Source: an optimization exercise on an open RTL-to-GDS flow (aim: small area and a short achievable clock period). Production flows keep margins and buffers that such runs may drop.
In this exercise RTL edits were held to simulation tests only and were not proved equivalent to the original.
Power is estimated from default activity; no workload was simulated.

==> design/flow/design.v <==
module RegFile (
    input         clk,
    input         rst_n,
    input         we,
    input  [4:0]  wa,
    input  [31:0] wd,
    input  [11:0] ra1,
    output [31:0] rd1,
    input  [11:0] ra2,
    output [31:0] rd2
);
    wire [31:0] q [1:31];
    wire [31:1] valid;
    wire [31:1] sel1, sel2;
    genvar g;
    generate
        for (g = 1; g < 32; g = g + 1) begin : r
            reg [31:0] d;
            reg v;
            wire wr = we && (wa == g);
            always @(posedge clk)
                if (wr) d <= wd;
            always @(posedge clk or negedge rst_n)
                if (~rst_n) v <= 1'b0;
                else if (wr) v <= 1'b1;
            assign valid[g] = v;
            assign q[g] = d;
            assign sel1[g] = valid[g] && ra1[8 + g / 8] && ra1[g % 8];
            assign sel2[g] = valid[g] && ra2[8 + g / 8] && ra2[g % 8];
        end
    endgenerate
    reg [31:0] r1, r2;
    integer i;
    always @* begin
        r1 = 32'b0;
        r2 = 32'b0;
        for (i = 1; i < 32; i = i + 1) begin
            r1 = r1 | ({32{sel1[i]}} & q[i]);
            r2 = r2 | ({32{sel2[i]}} & q[i]);
        end
    end
    assign rd1 = r1;
    assign rd2 = r2;
endmodule
module mips_pipe (
    input         clk,
    input         rst_n,
    input         irq,
    output [31:0] imem_addr,
    input  [31:0] imem_data,
    output        dmem_re,
    output        dmem_we,
    output [31:0] dmem_addr,
    output [31:0] dmem_wdata,
    input  [31:0] dmem_rdata
);
    reg  [31:0] PC;
    reg  [31:0] ID_I;         
    reg  [31:0] ID_PC4;       
    reg  [11:0] ID_rs, ID_rt;  
    reg         EX_B, EX_J, EX_re, EX_we, EX_wr, EX_link, EX_IRQ;
    reg         EX_beq, EX_bne, EX_blez, EX_bgtz, EX_bltz;
    reg         EX_ssum, EX_sand, EX_sor, EX_sxor, EX_snor, EX_ssh, EX_sslt;
    reg         EX_sub, EX_sltu, EX_sll, EX_sra;
    reg  [4:0]  EX_Rt, EX_dst;
    reg  [31:0] EX_A, EX_Bv, EX_P;
    reg         MEM_re, MEM_we, MEM_wr, MEM_link, MEM_IRQ, MEM_tk;
    reg  [4:0]  MEM_dst;
    reg  [31:0] MEM_ALUOut, MEM_X;
    wire [31:0] PC4 = {PC[31], PC[30:0] + 31'd4};
    wire IRQ = irq & ~PC[31];
    wire [5:0] op = ID_I[31:26];
    wire [5:0] fn = ID_I[5:0];
    wire [4:0] Rs = ID_I[25:21];
    wire [4:0] Rt = ID_I[20:16];
    wire [4:0] Rd = ID_I[15:11];
    wire [15:0] imm = ID_I[15:0];
    wire opR    = op == 6'h00;
    wire opJ    = op == 6'h02;
    wire opJAL  = op == 6'h03;
    wire opLW   = op == 6'h23;
    wire opSW   = op == 6'h2b;
    wire opBEQ  = op == 6'h04;
    wire opBNE  = op == 6'h05;
    wire opBLEZ = op == 6'h06;
    wire opBGTZ = op == 6'h07;
    wire opBLTZ = op == 6'h01;
    wire opB    = opBEQ | opBNE | opBLEZ | opBGTZ | opBLTZ;
    wire opANDI = op == 6'h0c;
    wire opLUI  = op == 6'h0f;
    wire opSLTI = op == 6'h0a;
    wire opSLTIU = op == 6'h0b;
    wire opI    = op == 6'h08 || op == 6'h09 || opSLTI || opSLTIU || opANDI || opLUI;
    wire exc = ~(opR | opJ | opJAL | opLW | opSW | opB | opI);
    wire fJR   = opR && fn == 6'h08;
    wire fJALR = opR && fn == 6'h09;
    wire isJ   = opJ | opJAL | fJR | fJALR;
    wire fSH   = opR && (fn == 6'h00 || fn == 6'h02 || fn == 6'h03);    
    wire srcImm = ~(opR | opB);                                           
    wire regWrite = exc | ~(opSW | opB | opJ | fJR);
    wire link = exc | opJAL | fJALR;
    wire [4:0] dst = exc ? 5'd26 : opJAL ? 5'd31 : opR ? Rd : Rt;
    wire rSUB  = opR && (fn == 6'h22 || fn == 6'h23);
    wire rAND  = opR && fn == 6'h24;
    wire rOR   = opR && fn == 6'h25;
    wire rXOR  = opR && fn == 6'h26;
    wire rNOR  = opR && fn == 6'h27;
    wire rSLL  = opR && fn == 6'h00;
    wire rSRA  = opR && fn == 6'h03;
    wire rSLT  = opR && fn == 6'h2a;
    wire rSLTU = opR && fn == 6'h2b;
    wire aAND  = rAND | opANDI;
    wire aSLT  = rSLT | rSLTU | opSLTI | opSLTIU;
    wire aSLTU = rSLTU | opSLTIU;
    wire aSUM  = ~(aAND | rOR | rXOR | rNOR | fSH | aSLT);
    wire [31:0] rf1, rf2;
    wire [31:0] DataBusC;
    wire        rf_we = MEM_wr | MEM_IRQ;
    RegFile rgf (
        .clk(clk), .rst_n(rst_n),
        .we(rf_we), .wa(MEM_dst), .wd(DataBusC),
        .ra1(ID_rs), .rd1(rf1),
        .ra2(ID_rt), .rd2(rf2));
    wire bypA = MEM_wr && MEM_dst == Rs;
    wire bypB = MEM_wr && MEM_dst == Rt;
    wire [31:0] res;
    wire fwdA = EX_wr && EX_dst == Rs;
    wire fwdB = EX_wr && EX_dst == Rt;
    wire [31:0] ext = {opANDI ? 16'h0000 : {16{imm[15]}}, imm};
    wire [31:0] luout = opLUI ? {imm, 16'h0000} : ext;
    wire [31:0] sext = {{16{imm[15]}}, imm};
    wire [31:0] conba = {ID_PC4[31], ID_PC4[30:0] + {sext[28:0], 2'b00}};
    wire hazard = EX_re && (EX_Rt == Rs || EX_Rt == Rt);
    wire taken;
    wire kill = hazard | taken | IRQ;
    wire pc_irq = IRQ;
    wire pc_tk  = ~IRQ & taken;
    wire pc_id  = ~IRQ & ~taken & ~EX_B;
    wire pc_exc = pc_id & exc;
    wire pc_j   = pc_id & ~exc & (opJ | opJAL);
    wire pc_jr  = pc_id & ~exc & (fJR | fJALR);
    wire pc_4   = ~IRQ & ~taken & (EX_B | ~(exc | opJ | opJAL | fJR | fJALR));
    wire [31:0] PC_next = ({32{pc_irq}} & 32'h80000004)
                        | ({32{pc_tk}}  & EX_P)
                        | ({32{pc_4}}   & PC4)
                        | ({32{pc_exc}} & 32'h80000008)
                        | ({32{pc_j}}   & {PC4[31:28], ID_I[25:0], 2'b00})
                        | ({32{pc_jr}}  & rf1);
    always @(posedge clk or negedge rst_n) begin
        if (~rst_n)
            PC <= 32'h80000000;
        else if (~hazard)
            PC <= PC_next;
    end
    always @(posedge clk or negedge rst_n) begin
        if (~rst_n)
            ID_I <= 32'b0;
        else if (isJ | taken | IRQ)
            ID_I <= 32'b0;
        else if (~hazard)
            ID_I <= imem_data;
    end
    always @(posedge clk)
        ID_PC4 <= PC4;
    always @(posedge clk)
        if (isJ | taken | IRQ) begin
            ID_rs <= 12'b0;
            ID_rt <= 12'b0;
        end else if (~hazard) begin
            ID_rs <= {4'b0001 << imem_data[25:24], 8'b00000001 << imem_data[23:21]};
            ID_rt <= {4'b0001 << imem_data[20:19], 8'b00000001 << imem_data[18:16]};
        end
    always @(posedge clk or negedge rst_n) begin
        if (~rst_n) begin
            EX_B <= 1'b0; EX_J <= 1'b0; EX_re <= 1'b0; EX_we <= 1'b0;
            EX_wr <= 1'b0; EX_IRQ <= 1'b0;
            EX_beq <= 1'b0; EX_bne <= 1'b0; EX_blez <= 1'b0;
            EX_bgtz <= 1'b0; EX_bltz <= 1'b0;
        end else begin
            EX_B    <= ~kill & opB;
            EX_J    <= ~kill & isJ;
            EX_re   <= ~kill & opLW;
            EX_we   <= ~kill & opSW;
            EX_wr   <= ~kill & regWrite & (dst != 5'd0);
            EX_IRQ  <= IRQ;
            EX_beq  <= ~kill & opBEQ;
            EX_bne  <= ~kill & opBNE;
            EX_blez <= ~kill & opBLEZ;
            EX_bgtz <= ~kill & opBGTZ;
            EX_bltz <= ~kill & opBLTZ;
        end
    end
    wire irq_next = ~taken & (EX_J | MEM_tk);
    wire a_res = ~IRQ & fwdA;
    wire a_pc4 = IRQ & irq_next;
    wire a_id4 = IRQ & ~irq_next;
    wire a_byp = ~IRQ & ~fwdA & bypA;
    wire a_sh  = ~IRQ & ~fwdA & ~bypA & fSH;
    wire a_rf  = ~IRQ & ~fwdA & ~bypA & ~fSH;
    wire [31:0] EX_A_n = ({32{a_res}} & res)
                       | ({32{a_pc4}} & PC4)
                       | ({32{a_id4}} & ID_PC4)
                       | ({32{a_byp}} & DataBusC)
                       | ({32{a_sh}}  & {27'b0, ID_I[10:6]})
                       | ({32{a_rf}}  & rf1);
    wire b_irq = IRQ;
    wire b_imm = ~IRQ & srcImm;
    wire b_res = ~IRQ & ~srcImm & fwdB;
    wire b_byp = ~IRQ & ~srcImm & ~fwdB & bypB;
    wire b_rf  = ~IRQ & ~srcImm & ~fwdB & ~bypB;
    wire [31:0] EX_Bv_n = ({32{b_irq}} & {29'h1fffffff, ~taken, 2'b00})
                        | ({32{b_imm}} & luout)
                        | ({32{b_res}} & res)
                        | ({32{b_byp}} & DataBusC)
                        | ({32{b_rf}}  & rf2);
    wire p_res = opSW & fwdB;
    wire p_byp = opSW & ~fwdB & bypB;
    wire p_rf  = opSW & ~fwdB & ~bypB;
    wire p_ba  = ~opSW & opB;
    wire p_pc4 = ~opSW & ~opB;
    wire [31:0] EX_P_n = ({32{p_res}} & res)
                       | ({32{p_byp}} & DataBusC)
                       | ({32{p_rf}}  & rf2)
                       | ({32{p_ba}}  & conba)
                       | ({32{p_pc4}} & ID_PC4);
    always @(posedge clk) begin
        EX_link <= link & ~IRQ;
        EX_ssum <= aSUM | IRQ;
        EX_sand <= aAND & ~IRQ;
        EX_sor  <= rOR & ~IRQ;
        EX_sxor <= rXOR & ~IRQ;
        EX_snor <= rNOR & ~IRQ;
        EX_ssh  <= fSH & ~IRQ;
        EX_sslt <= aSLT & ~IRQ;
        EX_sub  <= (rSUB | aSLT) & ~IRQ;
        EX_sltu <= aSLTU;
        EX_sll  <= rSLL;
        EX_sra  <= rSRA;
        EX_Rt   <= Rt;
        EX_dst  <= IRQ ? 5'd26 : dst;
        EX_A    <= EX_A_n;
        EX_Bv   <= EX_Bv_n;
        EX_P    <= EX_P_n;
    end
    wire [31:0] A = EX_A;
    wire [31:0] B = EX_Bv;
    wire [32:0] sum = {A, 1'b1} + {B ^ {32{EX_sub}}, EX_sub};
    wire [31:0] s = sum[32:1];
    wire lt = (EX_sltu && (A[31] ^ B[31])) ? B[31] : s[31];
    wire [31:0] shin;
    wire [31:0] shout;
    genvar k;
    generate
        for (k = 0; k < 32; k = k + 1) begin : rv
            assign shin[k] = EX_sll ? B[31 - k] : B[k];
        end
    endgenerate
    wire fill = EX_sra & B[31];
    wire [63:0] shx = {{32{fill}}, shin} >> A[4:0];
    generate
        for (k = 0; k < 32; k = k + 1) begin : rv2
            assign shout[k] = EX_sll ? shx[31 - k] : shx[k];
        end
    endgenerate
    assign res = ({32{EX_ssum}} & s)
               | ({32{EX_sand}} & (A & B))
               | ({32{EX_sor}}  & (A | B))
               | ({32{EX_sxor}} & (A ^ B))
               | ({32{EX_snor}} & ~(A | B))
               | ({32{EX_ssh}}  & shout)
               | {31'b0, EX_sslt & lt};
    wire eq = A == B;
    assign taken = (EX_beq & eq) | (EX_bne & ~eq) | (EX_blez & (A[31] | eq)) |
                   (EX_bgtz & ~(A[31] | eq)) | (EX_bltz & A[31]);
    always @(posedge clk or negedge rst_n) begin
        if (~rst_n) begin
            MEM_re <= 1'b0; MEM_we <= 1'b0; MEM_wr <= 1'b0;
            MEM_IRQ <= 1'b0; MEM_tk <= 1'b0;
        end else begin
            MEM_re  <= EX_re;
            MEM_we  <= EX_we;
            MEM_wr  <= EX_wr;
            MEM_IRQ <= EX_IRQ;
            MEM_tk  <= taken;
        end
    end
    always @(posedge clk) begin
        MEM_link   <= EX_link;
        MEM_dst    <= EX_dst;
        MEM_ALUOut <= res;
        MEM_X      <= EX_P;
    end
    assign DataBusC = MEM_link ? MEM_X : MEM_re ? dmem_rdata : MEM_ALUOut;
    assign imem_addr  = PC;
    assign dmem_re    = MEM_re;
    assign dmem_we    = MEM_we;
    assign dmem_addr  = MEM_ALUOut;
    assign dmem_wdata = MEM_X;
endmodule
==> design/flow/flow/run.sh <==
#!/bin/bash
set -euo pipefail
MARGIN=${MARGIN:-6.9}
PORTBUF=${PORTBUF:-sky130_fd_sc_hd__buf_2}
bash standard.sh synth > log_synth.txt 2>&1
for step in floorplan place cts route finish; do
  bash standard.sh "SETUP_SLACK_MARGIN=$MARGIN" \
    "BUFFER_PORTS_ARGS=-buffer_cell $PORTBUF" $step > log_$step.txt 2>&1
done
test -f out/final.def
==> design/flow/standard.sh <==
#!/bin/bash
# synth_recipe.tcl (not shown) runs the flow's synth.tcl, then flattens the netlist and writes it again
# the make line also repeats each setting of config.mk as NAME=value (left out here)
make -C /OpenROAD-flow-scripts/flow DESIGN_CONFIG=/design/flow/config.mk WORK_HOME=/design/flow/orfs CLKGATE_MAP_FILE= SYNTH_SCRIPT=/design/flow/synth_recipe.tcl "${@:-finish}"
==> design/flow/config.mk <==
export PLATFORM = sky130hd
export DESIGN_NAME = mips_pipe
export DESIGN_NICKNAME = mips_pipe
export VERILOG_FILES = /design/flow/design.v
export SDC_FILE = /design/flow/constraint.sdc
export NUM_CORES = 8
export LEC_CHECK = 0
export CAP_MARGIN = 20
export CORE_MARGIN = 2
export CORE_UTILIZATION = 40
export CTS_CLUSTER_DIAMETER = 100
export CTS_CLUSTER_SIZE = 22
export SLEW_MARGIN = 20
==> design/flow/constraint.sdc <==
create_clock -name core_clock -period 10.5 [get_ports {clk}]
set_input_delay 2.1000 -clock core_clock [delete_from_list [all_inputs] [get_ports {clk}]]
set_output_delay 2.1000 -clock core_clock [all_outputs]
set_load 0.01 [all_outputs]
==> results of run 1 <==
per-layer routing:
metal / vias up / global-route usage / wire (um)
met3: 1774 / 0.182 / 58000
met5: - / 0 / 273
met4: 27 / 0.265 / 30700
met2: 6214 / 0.543 / 131000
met1: 27386 / 0.461 / 106000
li1: 21005 / - / -
power groups by stage:
| stage | clock network [W] | registers (W) | logic (W) |
|---|---|---|---|
| finish | 0.00317 | 0.00784 | 0.00707 |
| global route | 0.00332 | 0.00786 | 0.00717 |
| CTS | 0.00314 | 0.00775 | 0.00625 |
| detailed placement | 0 | 0.00786 | 0.00605 |
| global placement | 0 | 0.00785 | 0.00602 |
| floorplan | 0 | 0.00754 | 0.00331 |
through the flow:
stage	setup slack, ps	hold slack [ps]	area, sq um
2_1_floorplan	6900	310	63400
3_3_place_gp	5820	314	66900
3_5_place_dp	5800	318	66900
4_1_cts	6720	335	69500
5_1_grt	6740	343	70900
6_report	6650	336	71000
placed cells by master (no fill, tap or decap), types with 27 or more instances in the layout:
cell / count
a22oi_1: 672
o211ai_1: 49
inv_1: 107
mux4_2: 43
clkbuf_16: 85
edfxtp_1: 992
a221oi_1: 180
a21oi_1: 150
ha_1: 113
and3_2: 50
nor2_1: 141
nand4_1: 105
buf_2: 164
dfrtp_1: 95
nor2_4: 31
dfxtp_2: 34
xor2_1: 83
or2_2: 40
a21o_1: 27
o21ai_2: 34
mux2_2: 33
dfxtp_1: 202
a222oi_1: 111
nand3_1: 238
nand2_1: 312
xnor2_1: 55
a22o_1: 134
buf_4: 206
or4_1: 49
o21ai_0: 104
a221o_1: 38
mux2i_1: 96
sequential cells by signal, indices dropped and copies added (netlist names), 12 cells and up:
name	count
EX_A	32
EX_Bv	32
EX_P	32
ID_I	32
ID_PC4	32
ID_rs	12
ID_rt	12
MEM_ALUOut	32
MEM_X	32
PC	32
rgf.r.d	992
rgf.r.v	31
critical path: cells and delay by family (launching register included):
family / cells / cell delay (ps)
buffers and inverters: 1 / 660
AOI/OAI and AO/OA: 3 / 910
muxes: 1 / 150
DFF: 1 / 620
and+or+nand+nor: 4 / 1280
repair_timing:
item,in CTS,in global routing
gates cloned,3,13
pin swaps,11,43
resized for setup,93,206
setup buffers,18,43
endpoints found under the setup margin,221,191
cell families after synthesis:
kind of cell    count (synthesis)
simple gates                 1176
fa+ha+maj                     125
compound gates               1683
buf+inv                       552
flops                        1347
mux                           177
xor+xnor                      140
final cells by class:
type                            count  area (sq um)
Inverter                          114           468
Antenna cell                       18          45.0
Tap cell                         2072          2590
Clock buffer                       89          1900
Timing Repair Buffer              407          3100
Multi-Input combinational cell   3302         25200
Timing Repair inverter              1          7.51
Sequential cell                  1347         37500
Fill cell                       14360         86800
Clock inverter                     12           169
how the worst min path moves through the flow:
stage            start  endpoint
6_report       EX_link  MEM_link
5_1_grt        EX_link  MEM_link
4_1_cts        EX_link  MEM_link
3_5_place_dp   EX_link  MEM_link
3_3_place_gp   EX_link  MEM_link
2_1_floorplan  EX_link  MEM_link
==> impl_metrics.tcl, run 1 <==
set metrics [dict create \
    p_comb_frac 0.391 \
    crit_required_ps 11040 \
    die_h_um 402 \
    endpoint "EX_A[4]" \
    cts_hold_buffers 0 \
    place_hpwl_um 183000 \
    cts_max_level 3 \
    cellPowerDensity_nw_per_um2 255 \
    worstReg2RegEnd "EX_A[4]" \
    synth_compound_area_frac 0.201 \
    vias_per_cell 7.66 \
    wirelength_um 326000 \
    pwr-share-seq 0.434 \
    drc_errors 0 \
    final_util 0.450 \
    layout.cells.non_filler 7362 \
    synthAdderAreaFrac 0.0248 \
    postSynthAreaPerCell_sq_um 12.2 \
    crit_chain "and3_2 -> buf_4 -> a22oi_1 -> nand4_1 -> or3_1 -> mux2i_1 -> nor2_1 -> a21oi_1 -> o221ai_2" \
    synth_commonest_cells "edfxtp_1 (992), a22oi_1 (672), clkbuf_1 (376), nand2_1 (316), dfxtp_1 (244)" \
    synth_top_cell_by_area "edfxtp_1" \
    p_int_w 0.0105 \
    cp.arrival_ps 4390 \
    syn-num-nets 5392 \
    drt_pre_antenna_iters 13 \
    finalSetupViolCount 0 \
    cts_buffers 72 \
    crit_start "ID_rs[10]" \
    syn_area_sq_um 63400 \
    synth_top_area_frac 0.470 \
    clk_pin_slew_worst_paths_ps 100 \
    p_total_w 0.0181 \
    die_w_um 402 \
    synth_seq_cells 1347 \
    grt_pass1_wl_um 431000 \
    ys_seq_area_frac 0.591 \
    ys_top_cells_by_area "edfxtp_1 (47%), a22oi_1 (8.0%), dfxtp_1 (7.7%)" \
    endpoint_kind "register" \
    synth_most_common_cell "edfxtp_1" \
    fin_crit_ps 3850 \
    clock_tree.buffer_depth 3 \
    avgRoutedWirePerCell_um 44.3 \
    synth_xor_area_frac 0.0193 \
    grt-ovfl-total 0 \
    reg2reg_from "ID_rs[10]" \
    area_growth_pct 12.0 \
    antenna_found_initial 24 \
    p_sw_frac 0.419 \
    core_area_sq_um 158000 \
    dp.cells 7165 \
    clkPwrFrac 0.175 \
    synth-main-ff-cell "edfxtp_1" \
    track_usage 0.384 \
    total_leakage_power_nw 25.1 \
    ir_worst_vdd_mv 0.142 \
    postRouteAntennaNets 0 \
    worst_pin_slew_ps 1320 \
    slew_violations 0 \
    max_stage_delay_ps 660 \
    regToRegSetupSlack_ps 6650 \
    synthSimpleGateAreaFrac 0.0937 \
    via_count 56406 \
    p_switching_w 0.00758 \
    nets 5437 \
    clk_latency_ps 740 \
    ioPinCount 165 \
    postSynthCellCount 5200 \
    r2r_cells 9 \
    hold_violations 0 \
    hold_class "reg2reg" \
    fin_tns_setup_ps 0 \
    fmax_mhz 259 \
    rsz0062_at_grt "true" \
    async_flop_share 0.0824 \
    rows 146 \
    status "finished clean" \
    slowest_stage "buf_4" \
    hold_depth 0 \
    crit_path_max_fanout 25 \
    globalplace.congestion 1.02 \
    yosys-mux-area-fraction 0.0374 \
    synth-edff-count 992 \
    ys.warnings.count 2 \
    drive_gt1_frac 0.180 \
    dieArea_sq_um 162000 \
    cts_root_buf "clkbuf_16" \
    initial_utilization 0.402 \
    relSlewSlack 0.110 \
    cap_violations 0 \
    tritoncts "done" \
    skew_ps 57.1 \
    grt_pass1_vias 51151 \
    grt_max_degree 99 \
    portBuffers 164 \
    drtIter0Drc 13197 \
    period_share 0.367 \
    critPathKind "reg2reg" \
    clock-sinks 1347 \
    startpoint_type "register" \
    synth_top_family_by_area "compound AO/OA/AOI/OAI gates" \
    synth.distinct_cells 83 \
]
==> run 2: changes to the inputs <==
--- a/design/flow/flow/run.sh
+++ b/design/flow/flow/run.sh
@@ -1,5 +1,5 @@
 #!/bin/bash
 set -euo pipefail
-MARGIN=${MARGIN:-6.9}
+MARGIN=${MARGIN:-7.05}
 PORTBUF=${PORTBUF:-sky130_fd_sc_hd__buf_2}
 bash standard.sh synth > log_synth.txt 2>&1
==> run 2 against run 1 <==
  * Critical path type unchanged
  * Die area unchanged
  * Area after synthesis is the same
  * Sequential cell count is the same
  * Clock power is essentially flat
==> impl_metrics.tcl, run 2 <==
set metrics [dict create \
    final_common_cell "edfxtp_1" \
    p_sw_frac 0.415 \
    globalplace.congestion 1.03 \
    ioPinCount 165 \
    finalSetupViolCount 0 \
    synth.distinct_cells 83 \
    synth_commonest_cells "edfxtp_1 (992), a22oi_1 (672), clkbuf_1 (376), nand2_1 (316), dfxtp_1 (244)" \
    p_int_w 0.0111 \
    cp.arrival_ps 4220 \
    clock-sinks 1347 \
    die_h_um 402 \
    postSynthAreaPerCell_sq_um 12.2 \
    hold_class "reg2reg" \
    syn_area_sq_um 63400 \
    cts_buffers 72 \
    crit_path_max_fanout 33 \
    ys_top_cells_by_area "edfxtp_1 (47%), a22oi_1 (8.0%), dfxtp_1 (7.7%)" \
    grt_pass1_wl_um 436000 \
    grt_max_degree 63 \
    critPathKind "reg2reg" \
    portBuffers 164 \
    cts_hold_buffers 0 \
    dp.cells 7173 \
    synth_top_area_frac 0.470 \
    layout.cells.non_filler 7476 \
    worstHoldStart "EX_link" \
    clk_latency_ps 750 \
    cts_max_level 3 \
    drt_pre_antenna_iters 13 \
    grt_pass1_vias 52152 \
    total_leakage_power_nw 25.9 \
    relSlewSlack 0.186 \
    async_flop_share 0.0824 \
    wl_met2_um 130000 \
    area_growth_pct 15.3 \
    postRouteAntennaNets 0 \
    drtIter0Drc 13254 \
    drt-met1-wl_um 108000 \
    slew_violations 0 \
    drive_gt1_frac 0.213 \
    dieArea_sq_um 162000 \
    status "finished clean" \
    worst_pin_slew_ps 1210 \
    cts_root_buf "clkbuf_16" \
    met3_length_um 58000 \
    endpoint_kind "register" \
    ir_worst_vdd_mv 0.203 \
    skew_ps 28.4 \
    place_hpwl_um 183000 \
    fin_tns_setup_ps 0 \
    p_comb_frac 0.423 \
    rsz0062_at_grt "true" \
    clock_tree.buffer_depth 3 \
    core_area_sq_um 158000 \
    cap_violations 0 \
    synth-main-ff-cell "edfxtp_1" \
    clk_pin_slew_worst_paths_ps 100 \
    antenna_found_initial 31 \
    drc_errors 0 \
    pwr-share-seq 0.409 \
    fin_crit_ps 3800 \
    grt-ovfl-total 0 \
    fill_cells 14137 \
    synth_top_cell_by_area "edfxtp_1" \
    syn-num-nets 5392 \
    clkPwrFrac 0.167 \
    reg2reg_from "rgf.r[4].v" \
    period_share 0.362 \
    nets 5548 \
    ys_seq_area_frac 0.591 \
    initial_utilization 0.402 \
    hold_violations 0 \
    crit_start "rgf.r[4].v" \
    synth-edff-count 992 \
    crit_required_ps 10910 \
    track_usage 0.389 \
    avgRoutedWirePerCell_um 43.8 \
    wirelength_um 328000 \
    final_util 0.463 \
    synth_seq_cells 1347 \
    regMostFlops "rgf.r.d" \
    p_switching_w 0.00785 \
    mostFrequentLayoutCells "edfxtp_1 (992), a22oi_1 (672), nand2_1 (313)" \
    fmax_mhz 263 \
    tritoncts "done" \
    rows 146 \
    startpoint_type "register" \
    synth_most_common_cell "edfxtp_1" \
    vias_per_cell 7.64 \
    cellPowerDensity_nw_per_um2 259 \
    postSynthCellCount 5200 \
    ys.warnings.count 2 \
    largest_register_ffs 992 \
    dr.max_layer_used "met5" \
    die_w_um 402 \
    via_count 57128 \
]
[run 2: cell counts after synthesis]
Identical to the previous run, type by type.
[run 2: cell type report]
class,instances,area [sq um],share of cell area
antenna,23,57.6,0.000787
clock buffer,90,1920,0.0263
clock inverter,9,151,0.00207
inverter,114,484,0.00662
multi-input combinational,3301,25800,0.353
sequential,1347,37600,0.515
tap,2072,2590,0.0355
timing repair buffer,518,4440,0.0607
timing repair inverter,2,17.5,0.000240
[run 2: routing by layer]
metal | vias to the layer above | track usage
met1 | 27644 | 0.470
met2 | 6367 | 0.538
met4 | 30 | 0.280
li1 | 21232 | -
met5 | - | 0.00595
met3 | 1855 | 0.185
[run 2: logic make-up (layout without fill, tap and decap cells)]
family,Yosys count,in the layout,share of synthesized area
AOI/OAI and AO/OA,1683,1683,0.201
DFF,1347,1347,0.591
and+or+nand+nor,1176,1176,0.0937
buffers and inverters,552,733,0.0334
muxes,177,177,0.0374
xor gates and xnor gates,140,140,0.0193
adders and majority gates,125,125,0.0248
other,0,23,0
[run 2: through the flow]
stage | setup WS, ps | area [sq um] | hold slack [ps] | power, W
final | 6700 | 73100 | 350 | 0.0189
after global routing | 6800 | 73100 | 353 | 0.0192
after CTS | 6900 | 71600 | 348 | 0.0178
after detailed placement | 5610 | 67000 | 320 | 0.0139
after global placement | 5470 | 67000 | 309 | 0.0139
after floorplan | 7040 | 63500 | 310 | 0.0109
[run 2: what timing repair did]
action | CTS | global route
pin swaps | 53 | 74
buffers inserted | 97 | 64
gates cloned | 14 | 6
endpoints found under the setup margin | 256 | 188
gates resized for setup | 350 | 208
[run 2: power groups by stage]
stage | Combinational, W | Sequential, W | Clock [W]
floorplan | 0.00335 | 0.00752 | 0
global placement | 0.00615 | 0.00777 | 0
detailed placement | 0.00616 | 0.00778 | 0
CTS | 0.00699 | 0.00768 | 0.00314
global route | 0.00811 | 0.00778 | 0.00332
finish | 0.00801 | 0.00774 | 0.00317
[run 2: worst max-delay path, stage by stage, from the launching register on]
cell and delay [ps]:
dfrtp_1 410, and3_2 220, buf_4 410, a22o_1 310, a221oi_1 290, nand3_1 150
or4_1 740, a222oi_1 360, o211ai_1 570
[run 2: path summary, 6_finish.rpt]
path,slack (ps),cells past startpoint,endpoint
min,350,0,MEM_link
max,6700,8,EX_A[6]
min in group asynchronous,1440,1,EX_we
max reg2reg,6700,8,EX_A[6]
min reg2reg,350,0,MEM_link
max in group asynchronous,7810,2,ID_I[4]
==> run 3: changes to the inputs <==
--- a/design/flow/flow/run.sh
+++ b/design/flow/flow/run.sh
@@ -1,5 +1,5 @@
 #!/bin/bash
 set -euo pipefail
-MARGIN=${MARGIN:-7.05}
+MARGIN=${MARGIN:-6.75}
 PORTBUF=${PORTBUF:-sky130_fd_sc_hd__buf_2}
 bash standard.sh synth > log_synth.txt 2>&1
==> run 3 against run 2 <==
  * Still clean on timing, DRC and antenna
  * Die area is the same
  * Non-clock buffer count shrank 171
  * Sequential share of layout area grew 2.3 points
  * Critical path depth shrank 2
  * Area after synthesis is the same
  * Register-to-register slack lost 20 ps
  * Combinational power shrank 17%
  * Largest power group is now sequential cells
==> impl_metrics.tcl, run 3 <==
set metrics [dict create \
    startpoint_type "primary input" \
    reg2reg_from "ID_rs[11]" \
    synth_commonest_cells "edfxtp_1 (992), a22oi_1 (672), clkbuf_1 (376), nand2_1 (316), dfxtp_1 (244)" \
    syn_area_sq_um 63400 \
    slew_violations 0 \
    track_usage 0.384 \
    avgRoutedWirePerCell_um 44.4 \
    place_hpwl_um 182000 \
    synth-edff-count 992 \
    finalSetupViolCount 0 \
    grt_pass1_wl_um 431000 \
    crit_path_max_fanout 35 \
    clock_tree.buffer_depth 3 \
    skew_ps 38.9 \
    drt_pre_antenna_iters 13 \
    die_w_um 402 \
    tritoncts "done" \
    cts_buffers 72 \
    globalplace.congestion 1.02 \
    clk_pin_slew_worst_paths_ps 100 \
    multi_input_area_sq_um 24700 \
    cts_root_buf "clkbuf_16" \
    cp.arrival_ps 4540 \
    endpoint_kind "register" \
    synth_seq_cells 1347 \
    endpoint "EX_Bv[3]" \
    worst_pin_slew_ps 1280 \
    syn-num-nets 5392 \
    regToRegSetupSlack_ps 6680 \
    grt_max_degree 65 \
    rsz0062_at_grt "true" \
    synth_top_area_frac 0.470 \
    ioPinCount 165 \
    drc_errors 0 \
    portBuffers 164 \
    area_growth_pct 10.1 \
    synth_most_common_cell "edfxtp_1" \
    initial_utilization 0.402 \
    dp.cells 7160 \
    clk_latency_ps 730 \
    hold_class "reg2reg" \
    postRouteAntennaNets 0 \
    crit_required_ps 11020 \
    hold_slack_ps 335 \
    total_leakage_power_nw 24.7 \
    drtIter0Drc 13775 \
    ir_worst_vdd_mv 0.194 \
    ys_top_cells_by_area "edfxtp_1 (47%), a22oi_1 (8.0%), dfxtp_1 (7.7%)" \
    layout.cells.non_filler 7296 \
    critPathKind "in2reg" \
    postSynthAreaPerCell_sq_um 12.2 \
    final_common_cell "edfxtp_1" \
    nets 5376 \
    seq_area_sq_um 37500 \
    cts_hold_buffers 0 \
    cap_violations 0 \
    rows 146 \
    synth.distinct_cells 83 \
    fmax_mhz 249 \
    wirelength_um 324000 \
    regMostFlops "rgf.r.d" \
    clock-sinks 1347 \
    grt-ovfl-total 0 \
    die_h_um 402 \
    hold_violations 0 \
    async_flop_share 0.0824 \
    relSlewSlack 0.147 \
    fin_tns_setup_ps 0 \
    worstReg2RegEnd "EX_A[0]" \
    synth-main-ff-cell "edfxtp_1" \
    status "finished clean" \
    vias_per_cell 7.68 \
    synth_top_cell_by_area "edfxtp_1" \
    postSynthCellCount 5200 \
    via_count 56042 \
    r2r_cells 10 \
    ys.warnings.count 2 \
    dieArea_sq_um 162000 \
    cellPowerDensity_nw_per_um2 253 \
    core_area_sq_um 158000 \
    ys_seq_area_frac 0.591 \
    crit_start "irq" \
    antenna_found_initial 28 \
    fin_crit_ps 4020 \
    grt_pass1_vias 51544 \
    drive_gt1_frac 0.152 \
    largest_register_ffs 992 \
    fill_cells 14380 \
    mostFrequentLayoutCells "edfxtp_1 (992), a22oi_1 (672), nand2_1 (314)" \
    period_share 0.383 \
    cts_max_level 3 \
]
==> run 3: cell counts after synthesis <==
No cell type changed its count.
==> run 3: cells by family after synthesis <==
family,after synthesis,synth area share
AOI/OAI and AO/OA,1683,0.201
xor gates and xnor gates,140,0.0193
adders and majority gates,125,0.0248
buffers and inverters,552,0.0334
DFF,1347,0.591
muxes,177,0.0374
and+or+nand+nor,1176,0.0937
==> run 3: worst min path at each step <==
stage | start | end | slack [ps] | cells after the start
global placement | EX_link | MEM_link | 310 | 0
detailed placement | EX_link | MEM_link | 320 | 0
floorplan | EX_link | MEM_link | 310 | 0
CTS | EX_link | MEM_link | 340 | 0
global route | EX_link | MEM_link | 340 | 0
finish | EX_link | MEM_link | 340 | 0
==> run 3: timing repair <==
action | 4_1_cts | 5_1_grt
buffers inserted | 6 | 8
gates resized for setup | 61 | 75
cloned | 0 | 7
pin swaps | 6 | 7
endpoints found under the setup margin | 197 | 161
==> run 3: through the flow <==
step	power [W]	util	worst slack, ps	cell area (sq um)
detailed placement	0.0139	0.424	5650	66900
CTS	0.0171	0.439	6680	69200
floorplan	0.0108	-	6770	63400
global route	0.0180	0.442	6680	69700
finish	0.0177	0.442	6480	69800
global placement	0.0139	0.424	5720	66900
==> run 3: area by class of cell <==
class                   count  share of cell area
flip-flops and latches   1347               0.538
multi-input cells        3301               0.353
well taps                2072              0.0372
repair buffers            347              0.0350
clock buffers              91              0.0272
inverters                 114             0.00671
clock inverters            11             0.00226
diodes                     12            0.000430
repair inverters            1           0.0000717
==> run 3: worst max-delay path, stage by stage <==
cell,delay (ps)
buf_2,100
nand2b_1,70
buf_4,410
clkinvlp_2,1010
a221oi_1,550
nand3_1,270
==> run 3: routing by layer <==
| metal | part of all wire | vias to the layer above | GRT usage | wire length [um] |
|---|---|---|---|---|
| met1 | 0.33 | 27191 | 0.466 | 107000 |
| met4 | 0.092 | 37 | 0.264 | 29700 |
| met5 | 0.0015 | - | 0.0131 | 483 |
| met3 | 0.18 | 1754 | 0.181 | 57200 |
| li1 | - | 20856 | - | - |
| met2 | 0.40 | 6204 | 0.536 | 130000 |
==> run 3: where the power goes <==
group          switching (W)  total, W  internal (W)  leakage (nW)
sequential          0.000886   0.00792       0.00703          12.6
clock                0.00183   0.00316       0.00132         0.997
combinational        0.00468   0.00661       0.00193          11.2
==> run 4: changes to the inputs <==
--- a/design/flow/flow/run.sh
+++ b/design/flow/flow/run.sh
@@ -1,5 +1,5 @@
 #!/bin/bash
 set -euo pipefail
-MARGIN=${MARGIN:-6.75}
+MARGIN=${MARGIN:-6.9}
 PORTBUF=${PORTBUF:-sky130_fd_sc_hd__buf_2}
 bash standard.sh synth > log_synth.txt 2>&1
--- a/design/flow/config.mk
+++ b/design/flow/config.mk
@@ -8,5 +8,5 @@
 export CAP_MARGIN = 20
 export CORE_MARGIN = 2
-export CORE_UTILIZATION = 40
+export CORE_UTILIZATION = 60
 export CTS_CLUSTER_DIAMETER = 100
 export CTS_CLUSTER_SIZE = 22
==> run 4 against run 3 <==
  * Via count up 2.7%
  * Combinational power up 4.7%
  * Still clean
  * Non-clock buffer count up 53
  * Area after synthesis unchanged
  * Critical path type is now reg2reg
  * Critical path depth up 7
  * Power up 1.9%
  * Synthesized cell count unchanged
  * Sequential cell count unchanged
  * First-iteration DRC count up 3.1%
  * Critical endpoint is now EX_A[10]
  * Wire length down 4.6%
  * Final area up 0.44%
==> impl_metrics.tcl, run 4 <==
set metrics [dict create \
    regMostFlops "rgf.r.d" \
    mostFrequentLayoutCells "edfxtp_1 (992), a22oi_1 (672), nand2_1 (313)" \
    period_share 0.366 \
    initial_utilization 0.604 \
    cts_max_level 3 \
    grt_pass1_vias 52159 \
    p_sw_frac 0.413 \
    cp.arrival_ps 4360 \
    endpoint_kind "register" \
    grt_pass1_wl_um 411000 \
    pwr-share-seq 0.438 \
    grt_max_degree 76 \
    vias_per_cell 8.59 \
    syn_area_sq_um 63400 \
    pre_cts_ws_ps 5480 \
    cellPowerDensity_nw_per_um2 257 \
    drtIter0Drc 14207 \
    cts_buffers 73 \
    synth.distinct_cells 83 \
    layout.cells.non_filler 6702 \
    via_count 57568 \
    crit_required_ps 11020 \
    p_comb_frac 0.384 \
    p_int_w 0.0106 \
    die_h_um 329 \
    drt_pre_antenna_iters 12 \
    worstHoldStart "EX_link" \
    p_switching_w 0.00745 \
    cts_root_buf "clkbuf_16" \
    globalplace.congestion 1.07 \
    tritoncts "done" \
    fin_crit_ps 3840 \
    rsz0062_at_grt "true" \
    worst_pin_slew_ps 1330 \
    final_common_cell "edfxtp_1" \
    reg2reg_from "EX_sub" \
    r2r_cells 13 \
    fin_tns_setup_ps 0 \
    ys_seq_area_frac 0.591 \
    multi_input_area_sq_um 25000 \
    status "finished clean" \
    relSlewSlack 0.102 \
    postSynthAreaPerCell_sq_um 12.2 \
    hold_violations 0 \
    postSynthCellCount 5200 \
    place_hpwl_um 175000 \
    synth_seq_cells 1347 \
    worstReg2RegEnd "EX_A[10]" \
    core_area_sq_um 105000 \
    crit_path_max_fanout 18 \
    seq_area_sq_um 37500 \
    async_flop_share 0.0824 \
    synth_top_area_frac 0.470 \
    nets 5432 \
    syn-num-nets 5392 \
    clock_tree.buffer_depth 3 \
    critPathKind "reg2reg" \
    ys_top_cells_by_area "edfxtp_1 (47%), a22oi_1 (8.0%), dfxtp_1 (7.7%)" \
    regToRegSetupSlack_ps 6660 \
    synth_commonest_cells "edfxtp_1 (992), a22oi_1 (672), clkbuf_1 (376), nand2_1 (316), dfxtp_1 (244)" \
    avgRoutedWirePerCell_um 46.1 \
    skew_ps 39.5 \
    track_usage 0.553 \
    clk_latency_ps 750 \
    hold_depth 0 \
    clkPwrFrac 0.178 \
    finalSetupViolCount 0 \
    largest_register_ffs 992 \
    synth_top_cell_by_area "edfxtp_1" \
    postRouteAntennaNets 0 \
    drc_errors 0 \
    wirelength_um 309000 \
    ir_worst_vdd_mv 0.349 \
    drive_gt1_frac 0.172 \
    dieArea_sq_um 108000 \
    total_leakage_power_nw 25.2 \
    startpoint_type "register" \
    hold_class "reg2reg" \
    die_w_um 329 \
    rows 119 \
    final_util 0.668 \
    slew_violations 0 \
    dp.cells 6486 \
    ys.warnings.count 2 \
    cap_violations 0 \
    antenna_found_initial 32 \
    ioPinCount 165 \
    clk_pin_slew_worst_paths_ps 110 \
    area_growth_pct 10.5 \
    synth-edff-count 992 \
    synth_most_common_cell "edfxtp_1" \
    clock-sinks 1347 \
    grt-ovfl-total 0 \
    portBuffers 164 \
    synth-main-ff-cell "edfxtp_1" \
    hold_end "MEM_link" \
    fmax_mhz 260 \
    fill_cells 7859 \
    setup_ws_ps 6660 \
]
==> run 4: logic make-up (layout without fill, tap and decap cells) <==
logic type,Yosys count,in the layout,share of synthesized area
other,0,36,0
adder cells (fa/ha/maj),125,125,0.0248
AO/OA/AOI/OAI,1683,1684,0.201
XOR/XNOR,140,140,0.0193
multiplexers,177,177,0.0374
flip-flops,1347,1347,0.591
AND/OR/NAND/NOR,1176,1177,0.0937
buffers and inverters,552,625,0.0334
==> run 4: critical path, cell delays in order, from the launching register on <==
cell	delay [ps]
dfxtp_2	360
buf_12	160
buf_4	150
xor2_1	130
ha_1	380
o211ai_1	130
o211ai_1	370
buf_4	190
nand3b_1	170
nand2_1	140
xor2_1	160
nand2_1	70
and3_4	290
o211ai_1	890
==> run 4: layout make-up <==
| cell class | count | area share |
|---|---|---|
| Clock buffer | 101 | 0.0288 |
| Sequential cell | 1347 | 0.536 |
| Antenna cell | 36 | 0.00129 |
| Timing Repair Buffer | 400 | 0.0431 |
| Multi-Input combinational cell | 3303 | 0.357 |
| Timing Repair inverter | 1 | 0.0000714 |
| Tap cell | 1391 | 0.0248 |
| Inverter | 114 | 0.00673 |
| Clock inverter | 9 | 0.00211 |
==> run 4: power groups by stage <==
stage	Combinational (W)	Clock, W	Sequential [W]
finish	0.00692	0.00321	0.00790
global route	0.00697	0.00334	0.00791
floorplan	0.00331	0	0.00754
CTS	0.00618	0.00315	0.00780
global placement	0.00583	0	0.00789
detailed placement	0.00585	0	0.00790
==> run 4: metal layers <==
metal | part of all wire | global-route usage | vias to the layer above | wire length [um]
met5 | 0.0016 | 0.0165 | - | 505
met1 | 0.30 | 0.646 | 27116 | 93800
met4 | 0.12 | 0.457 | 35 | 35900
met3 | 0.19 | 0.295 | 2325 | 59400
li1 | - | - | 21045 | -
met2 | 0.39 | 0.746 | 7047 | 120000
==> run 4: stage by stage <==
step	instance area, sq um	power (W)	hold slack [ps]
6_report	70100	0.0180	360
5_1_grt	70000	0.0182	354
4_1_cts	69100	0.0171	360
3_5_place_dp	66100	0.0138	328
3_3_place_gp	66000	0.0137	318
2_1_floorplan	63400	0.0108	310
==> run 4: worst max path at each step <==
stage | startpoint | endpoint | slack [ps] | depth (start not counted)
after floorplan | dmem_rdata[24] | EX_P[24] | 6900 | 5
after CTS | EX_Bv[28] | EX_A[10] | 6900 | 11
after global placement | EX_A[3] | PC[15] | 5520 | 11
after global routing | EX_sub | EX_A[10] | 6740 | 13
final | EX_sub | EX_A[10] | 6660 | 13
after detailed placement | EX_A[3] | PC[16] | 5480 | 11
==> run 4: what timing repair did <==
action	CTS	global route
setup buffers	18	37
hold buffers	0	0
endpoints found under the hold margin	0	0
resized for setup	115	127
setup endpoints to repair	221	155
cloned	7	8
pin swaps	11	22
==> run 5: changes to the inputs <==
--- a/design/flow/config.mk
+++ b/design/flow/config.mk
@@ -8,5 +8,5 @@
 export CAP_MARGIN = 20
 export CORE_MARGIN = 2
-export CORE_UTILIZATION = 60
+export CORE_UTILIZATION = 45
 export CTS_CLUSTER_DIAMETER = 100
 export CTS_CLUSTER_SIZE = 22
==> run 5 against run 4 <==
  * Still clean
  * Power decreased by 0.38%
  * Final cell count is 6.8% higher
  * Hold slack got worse by 15 ps
  * Clock power barely moved
  * Final area is 0.70% higher
  * Maximum frequency rose by 2.9%
  * Register-to-register slack gained 110 ps
  * Wire length is 4.7% higher
  * Critical path type unchanged
==> impl_metrics.tcl, run 5 <==
set metrics [dict create \
    status "finished clean" \
    dieArea_sq_um 144000 \
    endpoint_kind "register" \
    drc_errors 0 \
    hold_slack_ps 345 \
    rows 137 \
    cts_buffers 72 \
    nets 5425 \
    seq_area_sq_um 37600 \
    rsz0062_at_grt "true" \
    fin_tns_setup_ps 0 \
    cts_root_buf "clkbuf_16" \
    track_usage 0.437 \
    die_h_um 379 \
    endpoint "EX_A[0]" \
    synth_top_area_frac 0.470 \
    crit_required_ps 11090 \
    cap_violations 0 \
    finalSetupViolCount 0 \
    regToRegSetupSlack_ps 6770 \
    antenna_found_initial 27 \
    vias_per_cell 7.84 \
    synth-edff-count 992 \
    synthSimpleGateAreaFrac 0.0937 \
    grt_max_degree 99 \
    final_common_cell "edfxtp_1" \
    drt_pre_antenna_iters 13 \
    clock-sinks 1347 \
    clkPwrFrac 0.178 \
    r2r_cells 10 \
    synth_most_common_cell "edfxtp_1" \
    postRouteAntennaNets 0 \
    synth-main-ff-cell "edfxtp_1" \
    p_int_w 0.0105 \
    initial_utilization 0.454 \
    drive_gt1_frac 0.173 \
    area_growth_pct 11.3 \
    pwr-share-seq 0.440 \
    ys_seq_area_frac 0.591 \
    tritoncts "done" \
    met3_length_um 56800 \
    regMostFlops "rgf.r.d" \
    crit_chain "and3_2 -> buf_4 -> buf_4 -> a22oi_1 -> nand4_1 -> or4_4 -> mux2i_1 -> o21ai_0 -> a222oi_1 -> o21ai_1" \
    hold_violations 0 \
    ir_worst_vdd_mv 0.234 \
    cp.arrival_ps 4320 \
    multi_input_area_sq_um 25000 \
    cts_max_level 3 \
    clock_tree.buffer_depth 3 \
    globalplace.congestion 1.03 \
    critPathKind "reg2reg" \
    avgRoutedWirePerCell_um 45.2 \
    worstReg2RegEnd "EX_A[0]" \
    synth_xor_area_frac 0.0193 \
    p_comb_frac 0.382 \
    synth_seq_cells 1347 \
    drt-met1-wl_um 106000 \
    ys.warnings.count 2 \
    crit_start "ID_rs[11]" \
    total_leakage_power_nw 25.1 \
    fmax_mhz 268 \
    async_flop_share 0.0824 \
    syn-num-nets 5392 \
    yosys-mux-area-fraction 0.0374 \
    place_hpwl_um 188000 \
    synth_commonest_cells "edfxtp_1 (992), a22oi_1 (672), clkbuf_1 (376), nand2_1 (316), dfxtp_1 (244)" \
    p_total_w 0.0180 \
    startpoint_type "register" \
    synth_top_cell_by_area "edfxtp_1" \
    worst_pin_slew_ps 1340 \
    clk_pin_slew_worst_paths_ps 100 \
    largest_register_ffs 992 \
    syn_area_sq_um 63400 \
    max_stage_delay_ps 690 \
    synth_top_family_by_area "compound AO/OA/AOI/OAI gates" \
    clk_latency_ps 760 \
    p_switching_w 0.00747 \
    ioPinCount 165 \
    synthAdderAreaFrac 0.0248 \
    grt_pass1_wl_um 430000 \
    skew_ps 56.9 \
    grt-ovfl-total 0 \
    dr.max_layer_used "met5" \
    final_util 0.505 \
    reg2reg_from "ID_rs[11]" \
    postSynthAreaPerCell_sq_um 12.2 \
    drtIter0Drc 13374 \
    fill_cells 12161 \
    mostFrequentLayoutCells "edfxtp_1 (992), a22oi_1 (670), nand2_1 (313)" \
    fin_crit_ps 3730 \
    die_w_um 379 \
    wirelength_um 324000 \
    grt_pass1_vias 51402 \
    period_share 0.356 \
    crit_path_max_fanout 18 \
    synth.distinct_cells 83 \
    slowest_stage "or4_4" \
    wl_met2_um 129000 \
    core_area_sq_um 140000 \
    p_sw_frac 0.416 \
    cellPowerDensity_nw_per_um2 254 \
    relSlewSlack 0.0972 \
    hold_class "reg2reg" \
    slew_violations 0 \
    postSynthCellCount 5200 \
    via_count 56127 \
    ys_top_cells_by_area "edfxtp_1 (47%), a22oi_1 (8.0%), dfxtp_1 (7.7%)" \
    cpMostUsedCell "buf_4" \
    portBuffers 164 \
    synth_compound_area_frac 0.201 \
]
run 5: timing repair:
| action | CTS | global route |
|---|---|---|
| setup endpoints to repair | 218 | 158 |
| cloned | 3 | 8 |
| hold buffers | 0 | 0 |
| gates resized for setup | 115 | 155 |
| setup buffers | 16 | 27 |
| pin swaps | 11 | 19 |
run 5: layer usage:
metal / vias up / track usage
met2: 6127 / 0.611
met5: - / 0
met3: 1814 / 0.203
li1: 20994 / -
met4: 26 / 0.310
met1: 27166 / 0.528
run 5: stage by stage:
step / std cells / setup slack (ps) / area, sq um
finish: 7159 / 6770 / 70600
global route: 7147 / 6800 / 70500
CTS: 7107 / 6810 / 69500
detailed placement: 6981 / 5770 / 66700
global placement: 6981 / 5770 / 66700
floorplan: 5200 / 6900 / 63400
run 5: how the worst min path moves through the flow:
stage | startpoint | to | slack, ps | cells past startpoint
final | EX_link | MEM_link | 340 | 0
after global routing | EX_link | MEM_link | 350 | 0
after CTS | EX_link | MEM_link | 340 | 0
after detailed placement | EX_link | MEM_link | 310 | 0
after global placement | EX_link | MEM_link | 320 | 0
after floorplan | EX_link | MEM_link | 310 | 0
run 5: worst max-delay path: cells and delay by family (launching register included):
family | cells | cell delay [ps]
DFF | 1 | 490
AOI/OAI and AO/OA | 4 | 1080
buffers and inverters | 2 | 670
muxes | 1 | 190
and+or+nand+nor | 3 | 1110
run 5: power by group through the flow:
stage | Clock (W) | Sequential, W | Combinational (W)
3_5_place_dp | 0 | 0.00792 | 0.00598
2_1_floorplan | 0 | 0.00754 | 0.00331
6_report | 0.00320 | 0.00791 | 0.00685
3_3_place_gp | 0 | 0.00792 | 0.00596
4_1_cts | 0.00317 | 0.00781 | 0.00617
5_1_grt | 0.00335 | 0.00792 | 0.00697
run 5: cell type report:
class | instances | share of cell area
repair inverters | 1 | 0.0000709
flip-flops and latches | 1347 | 0.533
clock inverters | 10 | 0.00268
well taps | 1876 | 0.0333
multi-input cells | 3301 | 0.354
clock buffers | 97 | 0.0273
diodes | 17 | 0.000603
inverters | 114 | 0.00663
repair buffers | 396 | 0.0428
run 5: cells by family after synthesis:
kind of cell | count (synthesis)
compound gates | 1683
mux | 177
xor+xnor | 140
simple gates | 1176
buf+inv | 552
fa+ha+maj | 125
flops | 1347
==> run 6: changes to the inputs <==
--- a/design/flow/config.mk
+++ b/design/flow/config.mk
@@ -8,5 +8,5 @@
 export CAP_MARGIN = 20
 export CORE_MARGIN = 2
-export CORE_UTILIZATION = 45
+export CORE_UTILIZATION = 50
 export CTS_CLUSTER_DIAMETER = 100
 export CTS_CLUSTER_SIZE = 22
==> run 6 against run 5 <==
  * Final area grew 0.85%
  * Sequential cell count is the same
  * First-iteration DRC count shrank 8.7%
  * Still clean on timing, DRC and antenna
  * Count of clock-buffer cells in the layout shrank 3
  * Largest power group unchanged
  * Largest cell class unchanged
  * Wire length grew 0.33%
  * Die area shrank 9.9%
  * Global-route usage grew 4.7 points
  * Utilization grew 6.1 points
==> impl_metrics.tcl, run 6 <==
set metrics [dict create \
    worst_pin_slew_ps 1270 \
    synth-main-ff-cell "edfxtp_1" \
    ys_top_cells_by_area "edfxtp_1 (47%), a22oi_1 (8.0%), dfxtp_1 (7.7%)" \
    cts_max_level 3 \
    antenna_found_initial 24 \
    period_share 0.360 \
    core_area_sq_um 126000 \
    mostFrequentLayoutCells "edfxtp_1 (992), a22oi_1 (672), nand2_1 (313)" \
    dieArea_sq_um 130000 \
    ir_worst_vdd_mv 0.173 \
    syn_area_sq_um 63400 \
    skew_ps 34.4 \
    worstReg2RegEnd "EX_A[7]" \
    area_growth_pct 12.3 \
    postRouteAntennaNets 0 \
    cts_buffers 73 \
    cap_violations 0 \
    placed_cell_area_sq_um 66400 \
    grt_pass1_wl_um 432000 \
    r2r_cells 12 \
    synth_commonest_cells "edfxtp_1 (992), a22oi_1 (672), clkbuf_1 (376), nand2_1 (316), dfxtp_1 (244)" \
    ioPinCount 165 \
    startpoint_type "register" \
    reg2reg_from "EX_sub" \
    rows 130 \
    cts_hold_buffers 0 \
    critPathKind "reg2reg" \
    die_w_um 360 \
    async_flop_share 0.0824 \
    ys_seq_area_frac 0.591 \
    crit_path_max_fanout 9 \
    clock_tree.buffer_depth 3 \
    hold_end "MEM_link" \
    largest_register_ffs 992 \
    initial_utilization 0.504 \
    nets 5494 \
    synth_top_cell_by_area "edfxtp_1" \
    avgRoutedWirePerCell_um 46.4 \
    endpoint_kind "register" \
    status "finished clean" \
    synth_seq_cells 1347 \
    fmax_mhz 265 \
    relSlewSlack 0.152 \
    portBuffers 164 \
    clk_latency_ps 720 \
    postSynthCellCount 5200 \
    cellPowerDensity_nw_per_um2 258 \
    regMostFlops "rgf.r.d" \
    fin_crit_ps 3780 \
    clk_pin_slew_worst_paths_ps 100 \
    globalplace.congestion 1.01 \
    final_common_cell "edfxtp_1" \
    drt_pre_antenna_iters 11 \
    track_usage 0.484 \
    ys.warnings.count 2 \
    die_h_um 360 \
    grt_max_degree 99 \
    total_leakage_power_nw 25.5 \
    crit_required_ps 11070 \
    finalSetupViolCount 0 \
    vias_per_cell 8.08 \
    grt_pass1_vias 51607 \
    drc_errors 0 \
    postSynthAreaPerCell_sq_um 12.2 \
    rsz0062_at_grt "true" \
    hold_class "reg2reg" \
    seq_area_sq_um 37700 \
    tritoncts "done" \
    synth_most_common_cell "edfxtp_1" \
    slew_violations 0 \
    syn-num-nets 5392 \
    place_hpwl_um 187000 \
    drtIter0Drc 12215 \
    cp.arrival_ps 4350 \
    fill_cells 10381 \
    synth_top_area_frac 0.470 \
    wirelength_um 325000 \
    grt-ovfl-total 0 \
    clock-sinks 1347 \
    cts_root_buf "clkbuf_16" \
    synth-edff-count 992 \
    final_cell_area_sq_um 71200 \
    worstHoldStart "EX_link" \
    via_count 56572 \
    hold_violations 0 \
    multi_input_area_sq_um 25100 \
    regToRegSetupSlack_ps 6720 \
    fin_tns_setup_ps 0 \
    hold_depth 0 \
    synth.distinct_cells 83 \
    drive_gt1_frac 0.189 \
]
-- run 6: logic make-up after synthesis --
| kind of cell | share of synthesized area |
|---|---|
| AO/OA/AOI/OAI | 0.201 |
| flip-flops | 0.591 |
| AND/OR/NAND/NOR | 0.0937 |
| XOR/XNOR | 0.0193 |
| buffers and inverters | 0.0334 |
| adder cells (fa/ha/maj) | 0.0248 |
| multiplexers | 0.0374 |
-- run 6: how the worst max path moves through the flow --
stage	startpoint	cells after the start	to
after detailed placement	EX_A[2]	12	EX_A[16]
after floorplan	dmem_rdata[24]	5	EX_P[24]
after global routing	EX_A[0]	10	EX_A[1]
after CTS	irq	8	EX_A[9]
after global placement	EX_A[2]	11	PC[6]
final	EX_sub	12	EX_A[7]
-- run 6: routing by layer --
metal | vias up | part of all wire | routed length [um] | track usage
li1 | 21111 | - | - | -
met1 | 27582 | 0.33 | 106000 | 0.575
met2 | 5985 | 0.41 | 132000 | 0.686
met3 | 1870 | 0.16 | 53200 | 0.213
met4 | 24 | 0.10 | 33600 | 0.370
met5 | - | 0.0013 | 418 | 0.0133
-- run 6: through the flow --
step | hold slack, ps | utilization | instances | total power [W] | setup WS [ps]
floorplan | 310 | - | 5200 | 0.0108 | 6900
global placement | 314 | 0.528 | 6752 | 0.0139 | 5760
CTS | 334 | 0.553 | 6887 | 0.0173 | 6760
detailed placement | 318 | 0.528 | 6752 | 0.0139 | 5770
finish | 334 | 0.566 | 7002 | 0.0183 | 6720
global route | 341 | 0.566 | 6985 | 0.0186 | 6750
-- run 6: where the power goes --
group / switching, W / total (W) / internal (W)
logic: 0.00495 / 0.00727 / 0.00232
clock network: 0.00183 / 0.00318 / 0.00135
registers: 0.000817 / 0.00789 / 0.00707
total: 0.00761 / 0.0183 / 0.0107
-- run 6: worst max-delay path, stage by stage, from the launching register on --
cell       delay (ps)
dfxtp_4           440
clkbuf_16         200
xor2_1            170
ha_1              300
a21oi_1           170
o211ai_1          190
and2_1            220
a21o_1            190
a21oi_1           170
xor2_1            310
o221a_2           590
o211ai_1          340
clkbuf_4          330
-- run 6: layout make-up --
type | count | area share
Sequential cell | 1347 | 0.529
Multi-Input combinational cell | 3301 | 0.353
Timing Repair Buffer | 462 | 0.0513
Tap cell | 1650 | 0.0290
Clock buffer | 94 | 0.0271
Inverter | 114 | 0.00696
Clock inverter | 12 | 0.00244
Antenna cell | 19 | 0.000668
Timing Repair inverter | 3 | 0.000422
-- run 6: what timing repair did --
item	in CTS	in global routing
buffers inserted	19	84
setup endpoints to repair	210	169
pin swaps	17	44
cloned	10	10
gates resized for setup	156	188
==> run 7: changes to the inputs <==
--- a/design/flow/flow/run.sh
+++ b/design/flow/flow/run.sh
@@ -1,5 +1,5 @@
 #!/bin/bash
 set -euo pipefail
-MARGIN=${MARGIN:-6.9}
+MARGIN=${MARGIN:-7.0}
 PORTBUF=${PORTBUF:-sky130_fd_sc_hd__buf_2}
 bash standard.sh synth > log_synth.txt 2>&1
==> run 7 against run 6 <==
  * Clock power increased by 1%
  * Sequential power is essentially flat
  * Non-clock buffer count rose by 2
  * Sequential cell count is the same
  * Final area up 0.94%
==> impl_metrics.tcl, run 7 <==
set metrics [dict create \
    clock-sinks 1347 \
    ys.warnings.count 2 \
    synth-edff-count 992 \
    drc_errors 0 \
    regMostFlops "rgf.r.d" \
    critPathKind "reg2reg" \
    wirelength_um 326000 \
    antenna_found_initial 21 \
    cts_max_level 3 \
    finalSetupViolCount 0 \
    cpMostUsedCell "nor2_4" \
    clkPwrFrac 0.173 \
    synth-main-ff-cell "edfxtp_1" \
    synth_top_area_frac 0.470 \
    rsz0062_at_grt "true" \
    initial_utilization 0.504 \
    cp.arrival_ps 4080 \
    fin_crit_ps 3690 \
    ys_top_cells_by_area "edfxtp_1 (47%), a22oi_1 (8.0%), dfxtp_1 (7.7%)" \
    fill_cells 10419 \
    pwr-share-seq 0.423 \
    dieArea_sq_um 130000 \
    synth_seq_cells 1347 \
    grt-ovfl-total 0 \
    p_sw_frac 0.414 \
    die_w_um 360 \
    final_util 0.571 \
    crit_required_ps 10900 \
    crit_start "EX_A[25]" \
    setup_ws_ps 6810 \
    grt_pass1_wl_um 431000 \
    p_comb_frac 0.403 \
    clk_pin_slew_worst_paths_ps 100 \
    seq_area_sq_um 37600 \
    slew_violations 0 \
    drtIter0Drc 12546 \
    endpoint_kind "register" \
    vias_per_cell 8.03 \
    skew_ps 58.9 \
    clock_tree.buffer_depth 3 \
    worstHoldStart "EX_link" \
    die_h_um 360 \
    area_growth_pct 13.3 \
    synth_most_common_cell "edfxtp_1" \
    period_share 0.351 \
    slowest_stage "or4_4" \
    cts_root_buf "clkbuf_16" \
    globalplace.congestion 0.994 \
    crit_path_max_fanout 3 \
    nets 5498 \
    via_count 56224 \
    cts_buffers 73 \
    hold_violations 0 \
    ioPinCount 165 \
    avgRoutedWirePerCell_um 46.6 \
    final_common_cell "edfxtp_1" \
    syn_area_sq_um 63400 \
    cellPowerDensity_nw_per_um2 259 \
    synth_top_cell_by_area "edfxtp_1" \
    path_buf_inv 2 \
    cp_top_family "simple AND/OR/NAND/NOR gates" \
    drive_gt1_frac 0.205 \
    hold_class "reg2reg" \
    grt_max_degree 80 \
    async_flop_share 0.0824 \
    portBuffers 164 \
    rows 130 \
    tritoncts "done" \
    drt_pre_antenna_iters 11 \
    synth_commonest_cells "edfxtp_1 (992), a22oi_1 (672), clkbuf_1 (376), nand2_1 (316), dfxtp_1 (244)" \
    relSlewSlack 0.211 \
    fmax_mhz 271 \
    fin_tns_setup_ps 0 \
    syn-num-nets 5392 \
    multi_input_area_sq_um 25700 \
    clk_latency_ps 740 \
    postSynthAreaPerCell_sq_um 12.2 \
    status "finished clean" \
    startpoint_type "register" \
    total_leakage_power_nw 25.7 \
    ir_worst_vdd_mv 0.207 \
    ys_seq_area_frac 0.591 \
    p_int_w 0.0109 \
    postSynthCellCount 5200 \
    place_hpwl_um 185000 \
    cap_violations 0 \
    synth.distinct_cells 83 \
    largest_register_ffs 992 \
    track_usage 0.482 \
    worst_pin_slew_ps 1170 \
    mostFrequentLayoutCells "edfxtp_1 (992), a22oi_1 (672), nand2_1 (312)" \
    max_stage_delay_ps 550 \
    grt_pass1_vias 51670 \
    p_switching_w 0.00770 \
    reg2reg_from "EX_A[25]" \
    postRouteAntennaNets 0 \
    pre_cts_ws_ps 5840 \
    core_area_sq_um 126000 \
    crit_chain "inv_1 -> ha_1 -> nor4_4 -> nand4_1 -> or4_4 -> a22o_4 -> nor2_4 -> nor2_4 -> buf_12 -> a222oi_1 -> o211ai_1" \
]
run 7: power groups by stage:
stage	Clock, W	Sequential [W]	Combinational [W]
4_1_cts	0.00320	0.00777	0.00636
6_report	0.00322	0.00787	0.00749
5_1_grt	0.00337	0.00789	0.00761
3_5_place_dp	0	0.00788	0.00600
3_3_place_gp	0	0.00788	0.00599
2_1_floorplan	0	0.00753	0.00334
run 7: metal layers:
layer,GRT usage,wire [um],vias up
met3,0.206,54700,1825
met5,0.000370,149,-
met2,0.683,132000,6026
met4,0.360,33300,18
li1,-,-,21103
met1,0.581,106000,27252
run 7: final timing paths:
kind / end / slack [ps] / cells past startpoint
max in group asynchronous: MEM_re / 7740 / 2
worst max-delay path: EX_A[16] / 6810 / 11
worst max register to register: EX_A[16] / 6810 / 11
worst min register to register: MEM_link / 330 / 0
worst min-delay path: MEM_link / 330 / 0
min in group asynchronous: rgf.r[22].v / 1410 / 1
run 7: kinds of logic (layout without fill, tap and decap cells):
| group | Yosys count | after routing | share of synthesized area |
|---|---|---|---|
| flip-flops | 1347 | 1347 | 0.591 |
| adder cells (fa/ha/maj) | 125 | 125 | 0.0248 |
| buffers and inverters | 552 | 688 | 0.0334 |
| other | 0 | 13 | 0 |
| AO/OA/AOI/OAI | 1683 | 1683 | 0.201 |
| XOR/XNOR | 140 | 140 | 0.0193 |
| multiplexers | 177 | 177 | 0.0374 |
| AND/OR/NAND/NOR | 1176 | 1178 | 0.0937 |
run 7: worst reg2reg max path, delay by kind of cell, from the launching register on:
family,cells,cell delay (ps)
simple gates,5,1330
fa+ha+maj,1,350
compound gates,3,1110
flops,1,400
buf+inv,2,200
run 7: what timing repair did:
| action | CTS | global route |
|---|---|---|
| endpoints found under the setup margin | 228 | 195 |
| pin swaps | 20 | 80 |
| buffers inserted | 24 | 80 |
| hold buffers | 0 | 0 |
| gates cloned | 3 | 22 |
| resized for setup | 172 | 272 |
run 7: stage by stage:
| step | std cells | instance area, sq um | power (W) | hold WS, ps |
|---|---|---|---|---|
| finish | 7001 | 71800 | 0.0186 | 335 |
| global route | 6991 | 71800 | 0.0189 | 346 |
| CTS | 6886 | 69600 | 0.0173 | 336 |
| detailed placement | 6752 | 66500 | 0.0139 | 320 |
| global placement | 6750 | 66400 | 0.0139 | 309 |
| floorplan | 5200 | 63500 | 0.0109 | 310 |
run 7: cell type report:
class	instances	area share
Timing Repair Buffer	464	0.0522
Multi-Input combinational cell	3303	0.357
Clock buffer	95	0.0273
Clock inverter	12	0.00273
Tap cell	1650	0.0287
Inverter	114	0.00685
Timing Repair inverter	3	0.000418
Sequential cell	1347	0.524
Antenna cell	13	0.000453

[port drivers added, routing unchanged]
The results above use ideal ports. As a check the final layouts listed here were re-extracted and re-timed, cells and wires unchanged. Step 1 sets driving cells, clkbuf_16 on the clock port and buf_2 on the other inputs (assumed; they add their load-dependent delay and slew). Step 2 moves the port delays by t, midway between the first and last clock arrival at a register: inputs arrive t later, outputs are due t later. That takes back most of the time a late clock gives input paths. Slacks: no drivers / after step 1 / after step 2; pairs: no drivers / after step 1.
run	t, ns	setup WS [ns]	worst hold slack (ns)	worst data-port slew with drivers (ns)
run 1	0.798	6.646 / 6.646 / 6.168	0.336 / 0.336 / 0.336	0.07
run 2	0.810	6.695 / 6.695 / 6.064	0.350 / 0.350 / 0.350	0.08
run 3	0.794	6.483 / 6.534 / 5.739	0.335 / 0.335 / 0.335	0.08
run 4	0.808	6.659 / 6.659 / 6.115	0.360 / 0.360 / 0.360	0.04
run 5	0.804	6.767 / 6.767 / 6.151	0.345 / 0.345 / 0.345	0.07
run 6	0.782	6.724 / 6.724 / 6.115	0.334 / 0.334 / 0.334	0.04
run 7	0.792	6.814 / 6.814 / 6.106	0.335 / 0.335 / 0.335	0.05
After both steps every run listed still meets setup and hold. The setup slack of run 3, which loses most, moves by +0.051 ns with the drivers and by -0.744 ns with both steps.
